Background: an optimization exercise with open tools, aiming at small area, a short achievable clock period and few clock cycles. Do not read the settings as production practice.
Only the layout flow was run in this run; the RTL was not checked for function there.

`config.mk`:
```
export PLATFORM = sky130hd
export DESIGN_NAME = CORDIC
export DESIGN_NICKNAME = CORDIC
export VERILOG_FILES = /design/flow/design.v
export SDC_FILE = /design/flow/constraint.sdc
export NUM_CORES = 4
export LEC_CHECK = 0
export CAP_MARGIN = 20
export CORE_MARGIN = 2
export CORE_UTILIZATION = 40
export SETUP_SLACK_MARGIN = 4
export SLEW_MARGIN = 20
```
`run.sh`:
```
#!/bin/bash
# synth_recipe.tcl (not shown) runs the flow's synth.tcl, then flattens the netlist and writes it again
# the make line also repeats each setting of config.mk as NAME=value (left out here)
make -C /OpenROAD-flow-scripts/flow DESIGN_CONFIG=/design/flow/config.mk WORK_HOME=/design/flow/orfs CLKGATE_MAP_FILE= SYNTH_SCRIPT=/design/flow/synth_recipe.tcl finish
```
`design.v`:
```
module CORDIC #(parameter integer W = 32)
(
    input wire clk,
    input wire start,
    input wire signed [31:0] x,
    input wire signed [31:0] y,
    output wire signed [W-1:0]phi,
    output wire done
);
reg [31:0] xr;
reg [31:0] yr;
reg [31:0] z;
reg [4:0] cnt;
reg dn;
reg b27;
wire d = yr[31];
wire [31:0] xs_l0 = cnt[0] ? {{1{yr[31]}}, yr[31:1]} : yr;
wire [31:0] xs_l1 = cnt[1] ? {{2{xs_l0[31]}}, xs_l0[31:2]} : xs_l0;
wire [31:0] xs_l2 = cnt[2] ? {{4{xs_l1[31]}}, xs_l1[31:4]} : xs_l1;
wire [31:0] xs_l3 = cnt[3] ? {{8{xs_l2[31]}}, xs_l2[31:8]} : xs_l2;
wire [31:0] xs_l4 = cnt[4] ? {{16{xs_l3[31]}}, xs_l3[31:16]} : xs_l3;
wire [31:0] xs = xs_l4;
wire [31:0] ys_l0 = cnt[0] ? {{1{xr[31]}}, xr[31:1]} : xr;
wire [31:0] ys_l1 = cnt[1] ? {{2{ys_l0[31]}}, ys_l0[31:2]} : ys_l0;
wire [31:0] ys_l2 = cnt[2] ? {{4{ys_l1[31]}}, ys_l1[31:4]} : ys_l1;
wire [31:0] ys_l3 = cnt[3] ? {{8{ys_l2[31]}}, ys_l2[31:8]} : ys_l2;
wire [31:0] ys_l4 = cnt[4] ? {{16{ys_l3[31]}}, ys_l3[31:16]} : ys_l3;
wire [31:0] ys = ys_l4;
wire [31:0] xa = xs ^ {32{d}};
wire [31:0] ya = ys ^ {32{~d}};
wire [31:0] xn_p = xr ^ xa;
wire [31:0] xn_g = xr & xa;
wire xn_c0 = d;
wire xn_G0_0 = xn_g[0] | (xn_p[0] & xn_c0);
wire xn_G1_1 = xn_g[1] | (xn_p[1] & xn_G0_0);
wire xn_G1_3 = xn_g[3] | (xn_p[3] & xn_g[2]);
wire xn_P1_3 = xn_p[3] & xn_p[2];
wire xn_G1_5 = xn_g[5] | (xn_p[5] & xn_g[4]);
wire xn_P1_5 = xn_p[5] & xn_p[4];
wire xn_G1_7 = xn_g[7] | (xn_p[7] & xn_g[6]);
wire xn_P1_7 = xn_p[7] & xn_p[6];
wire xn_G1_9 = xn_g[9] | (xn_p[9] & xn_g[8]);
wire xn_P1_9 = xn_p[9] & xn_p[8];
wire xn_G1_11 = xn_g[11] | (xn_p[11] & xn_g[10]);
wire xn_P1_11 = xn_p[11] & xn_p[10];
wire xn_G1_13 = xn_g[13] | (xn_p[13] & xn_g[12]);
wire xn_P1_13 = xn_p[13] & xn_p[12];
wire xn_G1_15 = xn_g[15] | (xn_p[15] & xn_g[14]);
wire xn_P1_15 = xn_p[15] & xn_p[14];
wire xn_G1_17 = xn_g[17] | (xn_p[17] & xn_g[16]);
wire xn_P1_17 = xn_p[17] & xn_p[16];
wire xn_G1_19 = xn_g[19] | (xn_p[19] & xn_g[18]);
wire xn_P1_19 = xn_p[19] & xn_p[18];
wire xn_G1_21 = xn_g[21] | (xn_p[21] & xn_g[20]);
wire xn_P1_21 = xn_p[21] & xn_p[20];
wire xn_G1_23 = xn_g[23] | (xn_p[23] & xn_g[22]);
wire xn_P1_23 = xn_p[23] & xn_p[22];
wire xn_G1_25 = xn_g[25] | (xn_p[25] & xn_g[24]);
wire xn_P1_25 = xn_p[25] & xn_p[24];
wire xn_G1_27 = xn_g[27] | (xn_p[27] & xn_g[26]);
wire xn_P1_27 = xn_p[27] & xn_p[26];
wire xn_G1_29 = xn_g[29] | (xn_p[29] & xn_g[28]);
wire xn_P1_29 = xn_p[29] & xn_p[28];
wire xn_G1_31 = xn_g[31] | (xn_p[31] & xn_g[30]);
wire xn_P1_31 = xn_p[31] & xn_p[30];
wire xn_G2_2 = xn_g[2] | (xn_p[2] & xn_G1_1);
wire xn_G2_3 = xn_G1_3 | (xn_P1_3 & xn_G1_1);
wire xn_G2_6 = xn_g[6] | (xn_p[6] & xn_G1_5);
wire xn_P2_6 = xn_p[6] & xn_P1_5;
wire xn_G2_7 = xn_G1_7 | (xn_P1_7 & xn_G1_5);
wire xn_P2_7 = xn_P1_7 & xn_P1_5;
wire xn_G2_10 = xn_g[10] | (xn_p[10] & xn_G1_9);
wire xn_P2_10 = xn_p[10] & xn_P1_9;
wire xn_G2_11 = xn_G1_11 | (xn_P1_11 & xn_G1_9);
wire xn_P2_11 = xn_P1_11 & xn_P1_9;
wire xn_G2_14 = xn_g[14] | (xn_p[14] & xn_G1_13);
wire xn_P2_14 = xn_p[14] & xn_P1_13;
wire xn_G2_15 = xn_G1_15 | (xn_P1_15 & xn_G1_13);
wire xn_P2_15 = xn_P1_15 & xn_P1_13;
wire xn_G2_18 = xn_g[18] | (xn_p[18] & xn_G1_17);
wire xn_P2_18 = xn_p[18] & xn_P1_17;
wire xn_G2_19 = xn_G1_19 | (xn_P1_19 & xn_G1_17);
wire xn_P2_19 = xn_P1_19 & xn_P1_17;
wire xn_G2_22 = xn_g[22] | (xn_p[22] & xn_G1_21);
wire xn_P2_22 = xn_p[22] & xn_P1_21;
wire xn_G2_23 = xn_G1_23 | (xn_P1_23 & xn_G1_21);
wire xn_P2_23 = xn_P1_23 & xn_P1_21;
wire xn_G2_26 = xn_g[26] | (xn_p[26] & xn_G1_25);
wire xn_P2_26 = xn_p[26] & xn_P1_25;
wire xn_G2_27 = xn_G1_27 | (xn_P1_27 & xn_G1_25);
wire xn_P2_27 = xn_P1_27 & xn_P1_25;
wire xn_G2_30 = xn_g[30] | (xn_p[30] & xn_G1_29);
wire xn_P2_30 = xn_p[30] & xn_P1_29;
wire xn_G2_31 = xn_G1_31 | (xn_P1_31 & xn_G1_29);
wire xn_P2_31 = xn_P1_31 & xn_P1_29;
wire xn_G3_4 = xn_g[4] | (xn_p[4] & xn_G2_3);
wire xn_G3_5 = xn_G1_5 | (xn_P1_5 & xn_G2_3);
wire xn_G3_6 = xn_G2_6 | (xn_P2_6 & xn_G2_3);
wire xn_G3_7 = xn_G2_7 | (xn_P2_7 & xn_G2_3);
wire xn_G3_12 = xn_g[12] | (xn_p[12] & xn_G2_11);
wire xn_P3_12 = xn_p[12] & xn_P2_11;
wire xn_G3_13 = xn_G1_13 | (xn_P1_13 & xn_G2_11);
wire xn_P3_13 = xn_P1_13 & xn_P2_11;
wire xn_G3_14 = xn_G2_14 | (xn_P2_14 & xn_G2_11);
wire xn_P3_14 = xn_P2_14 & xn_P2_11;
wire xn_G3_15 = xn_G2_15 | (xn_P2_15 & xn_G2_11);
wire xn_P3_15 = xn_P2_15 & xn_P2_11;
wire xn_G3_20 = xn_g[20] | (xn_p[20] & xn_G2_19);
wire xn_P3_20 = xn_p[20] & xn_P2_19;
wire xn_G3_21 = xn_G1_21 | (xn_P1_21 & xn_G2_19);
wire xn_P3_21 = xn_P1_21 & xn_P2_19;
wire xn_G3_22 = xn_G2_22 | (xn_P2_22 & xn_G2_19);
wire xn_P3_22 = xn_P2_22 & xn_P2_19;
wire xn_G3_23 = xn_G2_23 | (xn_P2_23 & xn_G2_19);
wire xn_P3_23 = xn_P2_23 & xn_P2_19;
wire xn_G3_28 = xn_g[28] | (xn_p[28] & xn_G2_27);
wire xn_P3_28 = xn_p[28] & xn_P2_27;
wire xn_G3_29 = xn_G1_29 | (xn_P1_29 & xn_G2_27);
wire xn_P3_29 = xn_P1_29 & xn_P2_27;
wire xn_G3_30 = xn_G2_30 | (xn_P2_30 & xn_G2_27);
wire xn_P3_30 = xn_P2_30 & xn_P2_27;
wire xn_G3_31 = xn_G2_31 | (xn_P2_31 & xn_G2_27);
wire xn_P3_31 = xn_P2_31 & xn_P2_27;
wire xn_G4_8 = xn_g[8] | (xn_p[8] & xn_G3_7);
wire xn_G4_9 = xn_G1_9 | (xn_P1_9 & xn_G3_7);
wire xn_G4_10 = xn_G2_10 | (xn_P2_10 & xn_G3_7);
wire xn_G4_11 = xn_G2_11 | (xn_P2_11 & xn_G3_7);
wire xn_G4_12 = xn_G3_12 | (xn_P3_12 & xn_G3_7);
wire xn_G4_13 = xn_G3_13 | (xn_P3_13 & xn_G3_7);
wire xn_G4_14 = xn_G3_14 | (xn_P3_14 & xn_G3_7);
wire xn_G4_15 = xn_G3_15 | (xn_P3_15 & xn_G3_7);
wire xn_G4_24 = xn_g[24] | (xn_p[24] & xn_G3_23);
wire xn_P4_24 = xn_p[24] & xn_P3_23;
wire xn_G4_25 = xn_G1_25 | (xn_P1_25 & xn_G3_23);
wire xn_P4_25 = xn_P1_25 & xn_P3_23;
wire xn_G4_26 = xn_G2_26 | (xn_P2_26 & xn_G3_23);
wire xn_P4_26 = xn_P2_26 & xn_P3_23;
wire xn_G4_27 = xn_G2_27 | (xn_P2_27 & xn_G3_23);
wire xn_P4_27 = xn_P2_27 & xn_P3_23;
wire xn_G4_28 = xn_G3_28 | (xn_P3_28 & xn_G3_23);
wire xn_P4_28 = xn_P3_28 & xn_P3_23;
wire xn_G4_29 = xn_G3_29 | (xn_P3_29 & xn_G3_23);
wire xn_P4_29 = xn_P3_29 & xn_P3_23;
wire xn_G4_30 = xn_G3_30 | (xn_P3_30 & xn_G3_23);
wire xn_P4_30 = xn_P3_30 & xn_P3_23;
wire xn_G4_31 = xn_G3_31 | (xn_P3_31 & xn_G3_23);
wire xn_P4_31 = xn_P3_31 & xn_P3_23;
wire xn_G5_16 = xn_g[16] | (xn_p[16] & xn_G4_15);
wire xn_G5_17 = xn_G1_17 | (xn_P1_17 & xn_G4_15);
wire xn_G5_18 = xn_G2_18 | (xn_P2_18 & xn_G4_15);
wire xn_G5_19 = xn_G2_19 | (xn_P2_19 & xn_G4_15);
wire xn_G5_20 = xn_G3_20 | (xn_P3_20 & xn_G4_15);
wire xn_G5_21 = xn_G3_21 | (xn_P3_21 & xn_G4_15);
wire xn_G5_22 = xn_G3_22 | (xn_P3_22 & xn_G4_15);
wire xn_G5_23 = xn_G3_23 | (xn_P3_23 & xn_G4_15);
wire xn_G5_24 = xn_G4_24 | (xn_P4_24 & xn_G4_15);
wire xn_G5_25 = xn_G4_25 | (xn_P4_25 & xn_G4_15);
wire xn_G5_26 = xn_G4_26 | (xn_P4_26 & xn_G4_15);
wire xn_G5_27 = xn_G4_27 | (xn_P4_27 & xn_G4_15);
wire xn_G5_28 = xn_G4_28 | (xn_P4_28 & xn_G4_15);
wire xn_G5_29 = xn_G4_29 | (xn_P4_29 & xn_G4_15);
wire xn_G5_30 = xn_G4_30 | (xn_P4_30 & xn_G4_15);
wire xn_G5_31 = xn_G4_31 | (xn_P4_31 & xn_G4_15);
wire [31:0] xn = xn_p ^ {xn_G5_30, xn_G5_29, xn_G5_28, xn_G5_27, xn_G5_26, xn_G5_25, xn_G5_24, xn_G5_23, xn_G5_22, xn_G5_21, xn_G5_20, xn_G5_19, xn_G5_18, xn_G5_17, xn_G5_16, xn_G4_15, xn_G4_14, xn_G4_13, xn_G4_12, xn_G4_11, xn_G4_10, xn_G4_9, xn_G4_8, xn_G3_7, xn_G3_6, xn_G3_5, xn_G3_4, xn_G2_3, xn_G2_2, xn_G1_1, xn_G0_0, xn_c0};
wire [31:0] yn_p = yr ^ ya;
wire [31:0] yn_g = yr & ya;
wire yn_c0 = ~d;
wire yn_G0_0 = yn_g[0] | (yn_p[0] & yn_c0);
wire yn_G1_1 = yn_g[1] | (yn_p[1] & yn_G0_0);
wire yn_G1_3 = yn_g[3] | (yn_p[3] & yn_g[2]);
wire yn_P1_3 = yn_p[3] & yn_p[2];
wire yn_G1_5 = yn_g[5] | (yn_p[5] & yn_g[4]);
wire yn_P1_5 = yn_p[5] & yn_p[4];
wire yn_G1_7 = yn_g[7] | (yn_p[7] & yn_g[6]);
wire yn_P1_7 = yn_p[7] & yn_p[6];
wire yn_G1_9 = yn_g[9] | (yn_p[9] & yn_g[8]);
wire yn_P1_9 = yn_p[9] & yn_p[8];
wire yn_G1_11 = yn_g[11] | (yn_p[11] & yn_g[10]);
wire yn_P1_11 = yn_p[11] & yn_p[10];
wire yn_G1_13 = yn_g[13] | (yn_p[13] & yn_g[12]);
wire yn_P1_13 = yn_p[13] & yn_p[12];
wire yn_G1_15 = yn_g[15] | (yn_p[15] & yn_g[14]);
wire yn_P1_15 = yn_p[15] & yn_p[14];
wire yn_G1_17 = yn_g[17] | (yn_p[17] & yn_g[16]);
wire yn_P1_17 = yn_p[17] & yn_p[16];
wire yn_G1_19 = yn_g[19] | (yn_p[19] & yn_g[18]);
wire yn_P1_19 = yn_p[19] & yn_p[18];
wire yn_G1_21 = yn_g[21] | (yn_p[21] & yn_g[20]);
wire yn_P1_21 = yn_p[21] & yn_p[20];
wire yn_G1_23 = yn_g[23] | (yn_p[23] & yn_g[22]);
wire yn_P1_23 = yn_p[23] & yn_p[22];
wire yn_G1_25 = yn_g[25] | (yn_p[25] & yn_g[24]);
wire yn_P1_25 = yn_p[25] & yn_p[24];
wire yn_G1_27 = yn_g[27] | (yn_p[27] & yn_g[26]);
wire yn_P1_27 = yn_p[27] & yn_p[26];
wire yn_G1_29 = yn_g[29] | (yn_p[29] & yn_g[28]);
wire yn_P1_29 = yn_p[29] & yn_p[28];
wire yn_G1_31 = yn_g[31] | (yn_p[31] & yn_g[30]);
wire yn_P1_31 = yn_p[31] & yn_p[30];
wire yn_G2_2 = yn_g[2] | (yn_p[2] & yn_G1_1);
wire yn_G2_3 = yn_G1_3 | (yn_P1_3 & yn_G1_1);
wire yn_G2_6 = yn_g[6] | (yn_p[6] & yn_G1_5);
wire yn_P2_6 = yn_p[6] & yn_P1_5;
wire yn_G2_7 = yn_G1_7 | (yn_P1_7 & yn_G1_5);
wire yn_P2_7 = yn_P1_7 & yn_P1_5;
wire yn_G2_10 = yn_g[10] | (yn_p[10] & yn_G1_9);
wire yn_P2_10 = yn_p[10] & yn_P1_9;
wire yn_G2_11 = yn_G1_11 | (yn_P1_11 & yn_G1_9);
wire yn_P2_11 = yn_P1_11 & yn_P1_9;
wire yn_G2_14 = yn_g[14] | (yn_p[14] & yn_G1_13);
wire yn_P2_14 = yn_p[14] & yn_P1_13;
wire yn_G2_15 = yn_G1_15 | (yn_P1_15 & yn_G1_13);
wire yn_P2_15 = yn_P1_15 & yn_P1_13;
wire yn_G2_18 = yn_g[18] | (yn_p[18] & yn_G1_17);
wire yn_P2_18 = yn_p[18] & yn_P1_17;
wire yn_G2_19 = yn_G1_19 | (yn_P1_19 & yn_G1_17);
wire yn_P2_19 = yn_P1_19 & yn_P1_17;
wire yn_G2_22 = yn_g[22] | (yn_p[22] & yn_G1_21);
wire yn_P2_22 = yn_p[22] & yn_P1_21;
wire yn_G2_23 = yn_G1_23 | (yn_P1_23 & yn_G1_21);
wire yn_P2_23 = yn_P1_23 & yn_P1_21;
wire yn_G2_26 = yn_g[26] | (yn_p[26] & yn_G1_25);
wire yn_P2_26 = yn_p[26] & yn_P1_25;
wire yn_G2_27 = yn_G1_27 | (yn_P1_27 & yn_G1_25);
wire yn_P2_27 = yn_P1_27 & yn_P1_25;
wire yn_G2_30 = yn_g[30] | (yn_p[30] & yn_G1_29);
wire yn_P2_30 = yn_p[30] & yn_P1_29;
wire yn_G2_31 = yn_G1_31 | (yn_P1_31 & yn_G1_29);
wire yn_P2_31 = yn_P1_31 & yn_P1_29;
wire yn_G3_4 = yn_g[4] | (yn_p[4] & yn_G2_3);
wire yn_G3_5 = yn_G1_5 | (yn_P1_5 & yn_G2_3);
wire yn_G3_6 = yn_G2_6 | (yn_P2_6 & yn_G2_3);
wire yn_G3_7 = yn_G2_7 | (yn_P2_7 & yn_G2_3);
wire yn_G3_12 = yn_g[12] | (yn_p[12] & yn_G2_11);
wire yn_P3_12 = yn_p[12] & yn_P2_11;
wire yn_G3_13 = yn_G1_13 | (yn_P1_13 & yn_G2_11);
wire yn_P3_13 = yn_P1_13 & yn_P2_11;
wire yn_G3_14 = yn_G2_14 | (yn_P2_14 & yn_G2_11);
wire yn_P3_14 = yn_P2_14 & yn_P2_11;
wire yn_G3_15 = yn_G2_15 | (yn_P2_15 & yn_G2_11);
wire yn_P3_15 = yn_P2_15 & yn_P2_11;
wire yn_G3_20 = yn_g[20] | (yn_p[20] & yn_G2_19);
wire yn_P3_20 = yn_p[20] & yn_P2_19;
wire yn_G3_21 = yn_G1_21 | (yn_P1_21 & yn_G2_19);
wire yn_P3_21 = yn_P1_21 & yn_P2_19;
wire yn_G3_22 = yn_G2_22 | (yn_P2_22 & yn_G2_19);
wire yn_P3_22 = yn_P2_22 & yn_P2_19;
wire yn_G3_23 = yn_G2_23 | (yn_P2_23 & yn_G2_19);
wire yn_P3_23 = yn_P2_23 & yn_P2_19;
wire yn_G3_28 = yn_g[28] | (yn_p[28] & yn_G2_27);
wire yn_P3_28 = yn_p[28] & yn_P2_27;
wire yn_G3_29 = yn_G1_29 | (yn_P1_29 & yn_G2_27);
wire yn_P3_29 = yn_P1_29 & yn_P2_27;
wire yn_G3_30 = yn_G2_30 | (yn_P2_30 & yn_G2_27);
wire yn_P3_30 = yn_P2_30 & yn_P2_27;
wire yn_G3_31 = yn_G2_31 | (yn_P2_31 & yn_G2_27);
wire yn_P3_31 = yn_P2_31 & yn_P2_27;
wire yn_G4_8 = yn_g[8] | (yn_p[8] & yn_G3_7);
wire yn_G4_9 = yn_G1_9 | (yn_P1_9 & yn_G3_7);
wire yn_G4_10 = yn_G2_10 | (yn_P2_10 & yn_G3_7);
wire yn_G4_11 = yn_G2_11 | (yn_P2_11 & yn_G3_7);
wire yn_G4_12 = yn_G3_12 | (yn_P3_12 & yn_G3_7);
wire yn_G4_13 = yn_G3_13 | (yn_P3_13 & yn_G3_7);
wire yn_G4_14 = yn_G3_14 | (yn_P3_14 & yn_G3_7);
wire yn_G4_15 = yn_G3_15 | (yn_P3_15 & yn_G3_7);
wire yn_G4_24 = yn_g[24] | (yn_p[24] & yn_G3_23);
wire yn_P4_24 = yn_p[24] & yn_P3_23;
wire yn_G4_25 = yn_G1_25 | (yn_P1_25 & yn_G3_23);
wire yn_P4_25 = yn_P1_25 & yn_P3_23;
wire yn_G4_26 = yn_G2_26 | (yn_P2_26 & yn_G3_23);
wire yn_P4_26 = yn_P2_26 & yn_P3_23;
wire yn_G4_27 = yn_G2_27 | (yn_P2_27 & yn_G3_23);
wire yn_P4_27 = yn_P2_27 & yn_P3_23;
wire yn_G4_28 = yn_G3_28 | (yn_P3_28 & yn_G3_23);
wire yn_P4_28 = yn_P3_28 & yn_P3_23;
wire yn_G4_29 = yn_G3_29 | (yn_P3_29 & yn_G3_23);
wire yn_P4_29 = yn_P3_29 & yn_P3_23;
wire yn_G4_30 = yn_G3_30 | (yn_P3_30 & yn_G3_23);
wire yn_P4_30 = yn_P3_30 & yn_P3_23;
wire yn_G4_31 = yn_G3_31 | (yn_P3_31 & yn_G3_23);
wire yn_P4_31 = yn_P3_31 & yn_P3_23;
wire yn_G5_16 = yn_g[16] | (yn_p[16] & yn_G4_15);
wire yn_G5_17 = yn_G1_17 | (yn_P1_17 & yn_G4_15);
wire yn_G5_18 = yn_G2_18 | (yn_P2_18 & yn_G4_15);
wire yn_G5_19 = yn_G2_19 | (yn_P2_19 & yn_G4_15);
wire yn_G5_20 = yn_G3_20 | (yn_P3_20 & yn_G4_15);
wire yn_G5_21 = yn_G3_21 | (yn_P3_21 & yn_G4_15);
wire yn_G5_22 = yn_G3_22 | (yn_P3_22 & yn_G4_15);
wire yn_G5_23 = yn_G3_23 | (yn_P3_23 & yn_G4_15);
wire yn_G5_24 = yn_G4_24 | (yn_P4_24 & yn_G4_15);
wire yn_G5_25 = yn_G4_25 | (yn_P4_25 & yn_G4_15);
wire yn_G5_26 = yn_G4_26 | (yn_P4_26 & yn_G4_15);
wire yn_G5_27 = yn_G4_27 | (yn_P4_27 & yn_G4_15);
wire yn_G5_28 = yn_G4_28 | (yn_P4_28 & yn_G4_15);
wire yn_G5_29 = yn_G4_29 | (yn_P4_29 & yn_G4_15);
wire yn_G5_30 = yn_G4_30 | (yn_P4_30 & yn_G4_15);
wire yn_G5_31 = yn_G4_31 | (yn_P4_31 & yn_G4_15);
wire [31:0] yn = yn_p ^ {yn_G5_30, yn_G5_29, yn_G5_28, yn_G5_27, yn_G5_26, yn_G5_25, yn_G5_24, yn_G5_23, yn_G5_22, yn_G5_21, yn_G5_20, yn_G5_19, yn_G5_18, yn_G5_17, yn_G5_16, yn_G4_15, yn_G4_14, yn_G4_13, yn_G4_12, yn_G4_11, yn_G4_10, yn_G4_9, yn_G4_8, yn_G3_7, yn_G3_6, yn_G3_5, yn_G3_4, yn_G2_3, yn_G2_2, yn_G1_1, yn_G0_0, yn_c0};
wire [31:0] atab =
    ({32{cnt == 5'd0}} & 32'h6487ed52) |
    ({32{cnt == 5'd1}} & 32'h3b58ce0a) |
    ({32{cnt == 5'd2}} & 32'h1f5b75fa) |
    ({32{cnt == 5'd3}} & 32'h0feadd4e) |
    ({32{cnt == 5'd4}} & 32'h07fd56ee) |
    ({32{cnt == 5'd5}} & 32'h03ffaab8) |
    ({32{cnt == 5'd6}} & 32'h01fff556) |
    ({32{cnt == 5'd7}} & 32'h00fffeaa) |
    ({32{cnt == 5'd8}} & 32'h007fffd6) |
    ({32{cnt == 5'd9}} & 32'h003ffffa) |
    ({32{cnt == 5'd10}} & 32'h00200000) |
    ({32{cnt == 5'd11}} & 32'h00100000) |
    ({32{cnt == 5'd12}} & 32'h00080000) |
    ({32{cnt == 5'd13}} & 32'h00040000) |
    ({32{cnt == 5'd14}} & 32'h00020000) |
    ({32{cnt == 5'd15}} & 32'h00010000) |
    ({32{cnt == 5'd16}} & 32'h00008000) |
    ({32{cnt == 5'd17}} & 32'h00004000) |
    ({32{cnt == 5'd18}} & 32'h00002000) |
    ({32{cnt == 5'd19}} & 32'h00001000) |
    ({32{cnt == 5'd20}} & 32'h00000800) |
    ({32{cnt == 5'd21}} & 32'h00000400) |
    ({32{cnt == 5'd22}} & 32'h00000200) |
    ({32{cnt == 5'd23}} & 32'h00000100) |
    ({32{cnt == 5'd24}} & 32'h00000080) |
    ({32{cnt == 5'd25}} & 32'h00000040) |
    ({32{cnt == 5'd26}} & 32'h00000020);
wire [31:0] za = (d | dn) ? 32'h0 : atab;
wire [31:0] zn_p = z ^ za;
wire [31:0] zn_g = z & za;
wire zn_c0 = 1'b0;
wire zn_G0_0 = zn_g[0] | (zn_p[0] & zn_c0);
wire zn_G1_1 = zn_g[1] | (zn_p[1] & zn_G0_0);
wire zn_G1_3 = zn_g[3] | (zn_p[3] & zn_g[2]);
wire zn_P1_3 = zn_p[3] & zn_p[2];
wire zn_G1_5 = zn_g[5] | (zn_p[5] & zn_g[4]);
wire zn_P1_5 = zn_p[5] & zn_p[4];
wire zn_G1_7 = zn_g[7] | (zn_p[7] & zn_g[6]);
wire zn_P1_7 = zn_p[7] & zn_p[6];
wire zn_G1_9 = zn_g[9] | (zn_p[9] & zn_g[8]);
wire zn_P1_9 = zn_p[9] & zn_p[8];
wire zn_G1_11 = zn_g[11] | (zn_p[11] & zn_g[10]);
wire zn_P1_11 = zn_p[11] & zn_p[10];
wire zn_G1_13 = zn_g[13] | (zn_p[13] & zn_g[12]);
wire zn_P1_13 = zn_p[13] & zn_p[12];
wire zn_G1_15 = zn_g[15] | (zn_p[15] & zn_g[14]);
wire zn_P1_15 = zn_p[15] & zn_p[14];
wire zn_G1_17 = zn_g[17] | (zn_p[17] & zn_g[16]);
wire zn_P1_17 = zn_p[17] & zn_p[16];
wire zn_G1_19 = zn_g[19] | (zn_p[19] & zn_g[18]);
wire zn_P1_19 = zn_p[19] & zn_p[18];
wire zn_G1_21 = zn_g[21] | (zn_p[21] & zn_g[20]);
wire zn_P1_21 = zn_p[21] & zn_p[20];
wire zn_G1_23 = zn_g[23] | (zn_p[23] & zn_g[22]);
wire zn_P1_23 = zn_p[23] & zn_p[22];
wire zn_G1_25 = zn_g[25] | (zn_p[25] & zn_g[24]);
wire zn_P1_25 = zn_p[25] & zn_p[24];
wire zn_G1_27 = zn_g[27] | (zn_p[27] & zn_g[26]);
wire zn_P1_27 = zn_p[27] & zn_p[26];
wire zn_G1_29 = zn_g[29] | (zn_p[29] & zn_g[28]);
wire zn_P1_29 = zn_p[29] & zn_p[28];
wire zn_G1_31 = zn_g[31] | (zn_p[31] & zn_g[30]);
wire zn_P1_31 = zn_p[31] & zn_p[30];
wire zn_G2_3 = zn_G1_3 | (zn_P1_3 & zn_G1_1);
wire zn_G2_7 = zn_G1_7 | (zn_P1_7 & zn_G1_5);
wire zn_P2_7 = zn_P1_7 & zn_P1_5;
wire zn_G2_11 = zn_G1_11 | (zn_P1_11 & zn_G1_9);
wire zn_P2_11 = zn_P1_11 & zn_P1_9;
wire zn_G2_15 = zn_G1_15 | (zn_P1_15 & zn_G1_13);
wire zn_P2_15 = zn_P1_15 & zn_P1_13;
wire zn_G2_19 = zn_G1_19 | (zn_P1_19 & zn_G1_17);
wire zn_P2_19 = zn_P1_19 & zn_P1_17;
wire zn_G2_23 = zn_G1_23 | (zn_P1_23 & zn_G1_21);
wire zn_P2_23 = zn_P1_23 & zn_P1_21;
wire zn_G2_27 = zn_G1_27 | (zn_P1_27 & zn_G1_25);
wire zn_P2_27 = zn_P1_27 & zn_P1_25;
wire zn_G2_31 = zn_G1_31 | (zn_P1_31 & zn_G1_29);
wire zn_P2_31 = zn_P1_31 & zn_P1_29;
wire zn_G3_7 = zn_G2_7 | (zn_P2_7 & zn_G2_3);
wire zn_G3_15 = zn_G2_15 | (zn_P2_15 & zn_G2_11);
wire zn_P3_15 = zn_P2_15 & zn_P2_11;
wire zn_G3_23 = zn_G2_23 | (zn_P2_23 & zn_G2_19);
wire zn_P3_23 = zn_P2_23 & zn_P2_19;
wire zn_G3_31 = zn_G2_31 | (zn_P2_31 & zn_G2_27);
wire zn_P3_31 = zn_P2_31 & zn_P2_27;
wire zn_G4_15 = zn_G3_15 | (zn_P3_15 & zn_G3_7);
wire zn_G4_31 = zn_G3_31 | (zn_P3_31 & zn_G3_23);
wire zn_P4_31 = zn_P3_31 & zn_P3_23;
wire zn_G5_31 = zn_G4_31 | (zn_P4_31 & zn_G4_15);
wire zn_G6_23 = zn_G3_23 | (zn_P3_23 & zn_G4_15);
wire zn_G7_11 = zn_G2_11 | (zn_P2_11 & zn_G3_7);
wire zn_G7_19 = zn_G2_19 | (zn_P2_19 & zn_G4_15);
wire zn_G7_27 = zn_G2_27 | (zn_P2_27 & zn_G6_23);
wire zn_G8_5 = zn_G1_5 | (zn_P1_5 & zn_G2_3);
wire zn_G8_9 = zn_G1_9 | (zn_P1_9 & zn_G3_7);
wire zn_G8_13 = zn_G1_13 | (zn_P1_13 & zn_G7_11);
wire zn_G8_17 = zn_G1_17 | (zn_P1_17 & zn_G4_15);
wire zn_G8_21 = zn_G1_21 | (zn_P1_21 & zn_G7_19);
wire zn_G8_25 = zn_G1_25 | (zn_P1_25 & zn_G6_23);
wire zn_G8_29 = zn_G1_29 | (zn_P1_29 & zn_G7_27);
wire zn_G9_2 = zn_g[2] | (zn_p[2] & zn_G1_1);
wire zn_G9_4 = zn_g[4] | (zn_p[4] & zn_G2_3);
wire zn_G9_6 = zn_g[6] | (zn_p[6] & zn_G8_5);
wire zn_G9_8 = zn_g[8] | (zn_p[8] & zn_G3_7);
wire zn_G9_10 = zn_g[10] | (zn_p[10] & zn_G8_9);
wire zn_G9_12 = zn_g[12] | (zn_p[12] & zn_G7_11);
wire zn_G9_14 = zn_g[14] | (zn_p[14] & zn_G8_13);
wire zn_G9_16 = zn_g[16] | (zn_p[16] & zn_G4_15);
wire zn_G9_18 = zn_g[18] | (zn_p[18] & zn_G8_17);
wire zn_G9_20 = zn_g[20] | (zn_p[20] & zn_G7_19);
wire zn_G9_22 = zn_g[22] | (zn_p[22] & zn_G8_21);
wire zn_G9_24 = zn_g[24] | (zn_p[24] & zn_G6_23);
wire zn_G9_26 = zn_g[26] | (zn_p[26] & zn_G8_25);
wire zn_G9_28 = zn_g[28] | (zn_p[28] & zn_G7_27);
wire zn_G9_30 = zn_g[30] | (zn_p[30] & zn_G8_29);
wire [31:0] zn = zn_p ^ {zn_G9_30, zn_G8_29, zn_G9_28, zn_G7_27, zn_G9_26, zn_G8_25, zn_G9_24, zn_G6_23, zn_G9_22, zn_G8_21, zn_G9_20, zn_G7_19, zn_G9_18, zn_G8_17, zn_G9_16, zn_G4_15, zn_G9_14, zn_G8_13, zn_G9_12, zn_G7_11, zn_G9_10, zn_G8_9, zn_G9_8, zn_G3_7, zn_G9_6, zn_G8_5, zn_G9_4, zn_G2_3, zn_G9_2, zn_G1_1, zn_G0_0, zn_c0};
wire [27:0] phi_hi = z[31:4] + {27'd0, b27};
assign phi = {phi_hi, z[3:0]};
assign done = dn;
always @(posedge clk) begin
    if (start) begin
        xr  <= x;
        yr  <= y;
        z   <= 32'h906dfdfb;
    end else begin
        xr  <= xn;
        yr  <= yn;
        z   <= zn;
    end
    if (start) begin
        cnt <= 5'd0;
        dn  <= 1'b0;
    end else if (!dn) begin
        cnt <= cnt + 5'd1;
        dn  <= (cnt == 5'd26);
        b27 <= ~yn[31];
    end
end
endmodule
```
`constraint.sdc`:
```
create_clock -name core_clock -period 7.5 [get_ports {clk}]
set_input_delay 1.5000 -clock core_clock [delete_from_list [all_inputs] [get_ports {clk}]]
set_output_delay 1.5000 -clock core_clock [all_outputs]
set_load 0.01 [all_outputs]
```
==> results.toml <==
[status]
status = "no timing/DRC/antenna violations"

[drt]
wl_met3_um = 1990
viasPerCell = 5.64
wl_met2_um = 18600
met1_length_um = 16100
wl_per_cell_um = 18.9
routed.top_layer = "met4"
dr.pass1.iters = 5
dr_total_vias = 11400
drc = 0
drt_iter0_markers = 1114
finalWirelength_um = 38300
detail-route-antenna-nets = 0

[layout]
nNetsFinal = 1827
num_antenna_cells = 0
drive_gt1_share_pct = 28.5
syn2layout_area_growth_pct = 35.9
postLayoutCoreUtil_pct = 55.4
layoutNonFillerInstCount = 2025

[yosys]
ys.flop_type = "dfxtp_1"
ys_types = 71
ys_warn_count = 1
synth.cell_area_um2 = 11400
syn_nets = 1664
synthTopCellsByCount = "nand2_1 (219), o21ai_0 (133), nor2_1 (121), a21oi_1 (110), xnor2_1 (107)"
synth-seq-cells = 102
synth.largest_area_cell = "dfxtp_1"
avgSynthCellArea_um2 = 7.71
netlist.area_leader.share_pct = 17.7
ys_top_cells_by_area = "dfxtp_1 (18%), ha_1 (10%), xnor2_1 (8.2%), nand2_1 (7.2%), o21ai_0 (5.8%)"
syn_inst = 1479
synth_edf_count = 1
synth.most_common_cell = "nand2_1"
seq_area_frac_synth_pct = 18.0
async_flop_share_pct = 0

[place]
globalplace.congestion = 0.915
place_inst = 1868
place_hpwl_um = 25300
portBuffers = 97

[timing]
relSlewSlack_pct = 45.3
hold_viol = 0
finalSetupViolCount = 0
finalClockSkew_ps = 7.41
rsz0062_at_grt = "yes"
worst_pin_slew_ps = 820
clock.fmax_ghz = 0.222
fin_crit_sh_pct = 59.9
final_max_slew_viol_count = 0
period_minus_slack_ps = 4500
tns_ps = 0

[hold_path]
hold_path_class = "flop to flop"
worstHoldEndpoint = "z[31]"
hold_depth = 2
hp-start = "z[31]"

[critical_path]
rr_startpoint = "cnt[1]"
slowest_delay_ps = 460
r2r_setup_slack_ps = 3000
crit_chain = "buf_6, buf_12, buf_12, mux4_2, mux2i_4, nand2_1, o21ai_1, nand2_1, o21ai_2, xnor2_2, ha_1, nor2_1, a21o_1, a211o_1, a2111o_1, a21oi_4, o41a_4, a21o_2, a2111oi_2, nor2_1"
crit_path_start = "cnt[1]"
start_kind = "flop"
worst_setup_path_end_kind = "flop"
worstPathArrival_ps = 4740
timing.rr.end = "xr[30]"
cpMaxStageDelayCell = "dfxtp_4"
required_ps = 7750
crit_family = "compound AO/OA/AOI/OAI gates"
rr_worst_depth = 20
cp.buffers_inverters = 3
path_max_fanout = 7
worstSetupPathType = "flop to flop"

[floorplanning]
die_w_um = 173
fp.coreArea_um2 = 27900
floorplan.initialDensity_pct = 40.8
die-height_um = 173
pin_count = 99
die-area_um2 = 29900
core.rowCount = 61

[clocking]
cts_tree = "built"
cts-root-buf = "clkbuf_16"
clkLatencyLatePin_ps = 370
cts_buffers = 9
cts.sink_count = 102
cts_buffer_depth = 2
cts_hold_buffers = 0
h-tree-depth = 3
path_clk_slew_ps = 70

[grt]
antenna_found_initial = 0
grtUsageTotal_pct = 24.2
grt_pass1_vias = 10900
grt_pass1_wl_um = 58200
overflow = 0
grt_max_degree = 84

[job]
drv_cap = 0
per-stage QoR:
step | setup WS (ps) | cell area [um2] | hold WS (ps)
finish | 3000 | 15500 | 527
global route | 2800 | 15500 | 554
CTS | 3000 | 14600 | 535
detailed placement | 1890 | 12600 | 513
global placement | 2030 | 12600 | 514
floorplan | 2990 | 11600 | 482
timing repair:
item / CTS / global route
buffers inserted: 91 / 42
setup endpoints to repair: 114 / 103
resized for setup: 273 / 159
gates cloned: 2 / 6
pin swaps: 73 / 60
kinds of logic (layout without fill, tap and decap cells):
logic type,count (synthesis),count (layout),share of synthesized area (%)
flip-flops,102,102,18.0
adder cells (fa/ha/maj),119,119,14.7
other,1,1,0.0329
AND/OR/NAND/NOR,489,489,19.1
buffers and inverters,139,307,4.96
XOR/XNOR,145,145,11.1
multiplexers,101,101,11.5
AO/OA/AOI/OAI,383,383,20.6
layer usage:
metal | vias up | global-route usage [%]
met2 | 409 | 42.1
met5 | - | 0
met1 | 5407 | 30.5
met4 | 0 | 9.99
met3 | 93 | 2.55
li1 | 5521 | -
worst register-to-register path: cells and delay by family, from the launching register on:
| kind | cells | cell delay (ps) |
|---|---|---|
| flip-flops | 1 | 460 |
| AO/OA/AOI/OAI | 9 | 2030 |
| adder cells (fa/ha/maj) | 1 | 260 |
| buffers and inverters | 3 | 430 |
| XOR/XNOR | 1 | 100 |
| AND/OR/NAND/NOR | 4 | 540 |
| multiplexers | 2 | 580 |
flip-flops by register name, summed over array words and instances (netlist names):
register and cells:
yr 32, z 31, b27 1, xr 32
dn 1, cnt 5
layout make-up:
class	instances	area, um2
timing repair buffer	247	2460
sequential	102	2080
fill	2581	12400
inverter	43	205
clock buffer	10	229
tap	378	473
clock inverter	6	90.1
multi-input combinational	1238	9940
timing repair inverter	1	11.3
layout by cell type, fill, tap and decap left out, drive strengths merged, types with 43 or more instances in the layout:
| cell | instances |
|---|---|
| nand2 | 219 |
| buf | 160 |
| o21ai | 134 |
| nor2 | 121 |
| a21oi | 111 |
| xnor2 | 107 |
| dfxtp | 101 |
| ha | 94 |
| clkdlybuf4s50 | 71 |
| mux2i | 62 |
| inv | 43 |
how the worst max path moves through the flow:
stage          endpoint  cells past startpoint
2_1_floorplan     z[30]                     24
3_3_place_gp      z[30]                     20
3_5_place_dp      z[30]                     20
4_1_cts           z[30]                     18
5_1_grt           z[28]                     19
6_report         xr[30]                     20

port drivers added, routing unchanged:
The flow's constraints put no driver on any port. The routed layout listed below was extracted and timed again, unchanged, in two steps.
Step 1 (the two cells are an assumption about what drives the block):
set clk [get_ports {clk}]
set_driving_cell -lib_cell sky130_fd_sc_hd__clkbuf_16 $clk
set_driving_cell -lib_cell sky130_fd_sc_hd__buf_2 [delete_from_list [all_inputs] $clk]
Step 2 times the ports against the registers' clock, not the clock port: input delays grow and output delays shrink by t, the midpoint of the rising clock arrivals with the driver on.
Three values: ideal ports, drivers, drivers and shift; two values: the first two.
t (ns): 0.414
setup WS [ns]: 3.004 / 3.004 / 3.004
clock arrival spread, ns: 0.008 / 0.008
After both steps setup and hold are still met in this run. The setup slack of this run moves by 0.000 ns with the drivers and by 0.000 ns with both steps.
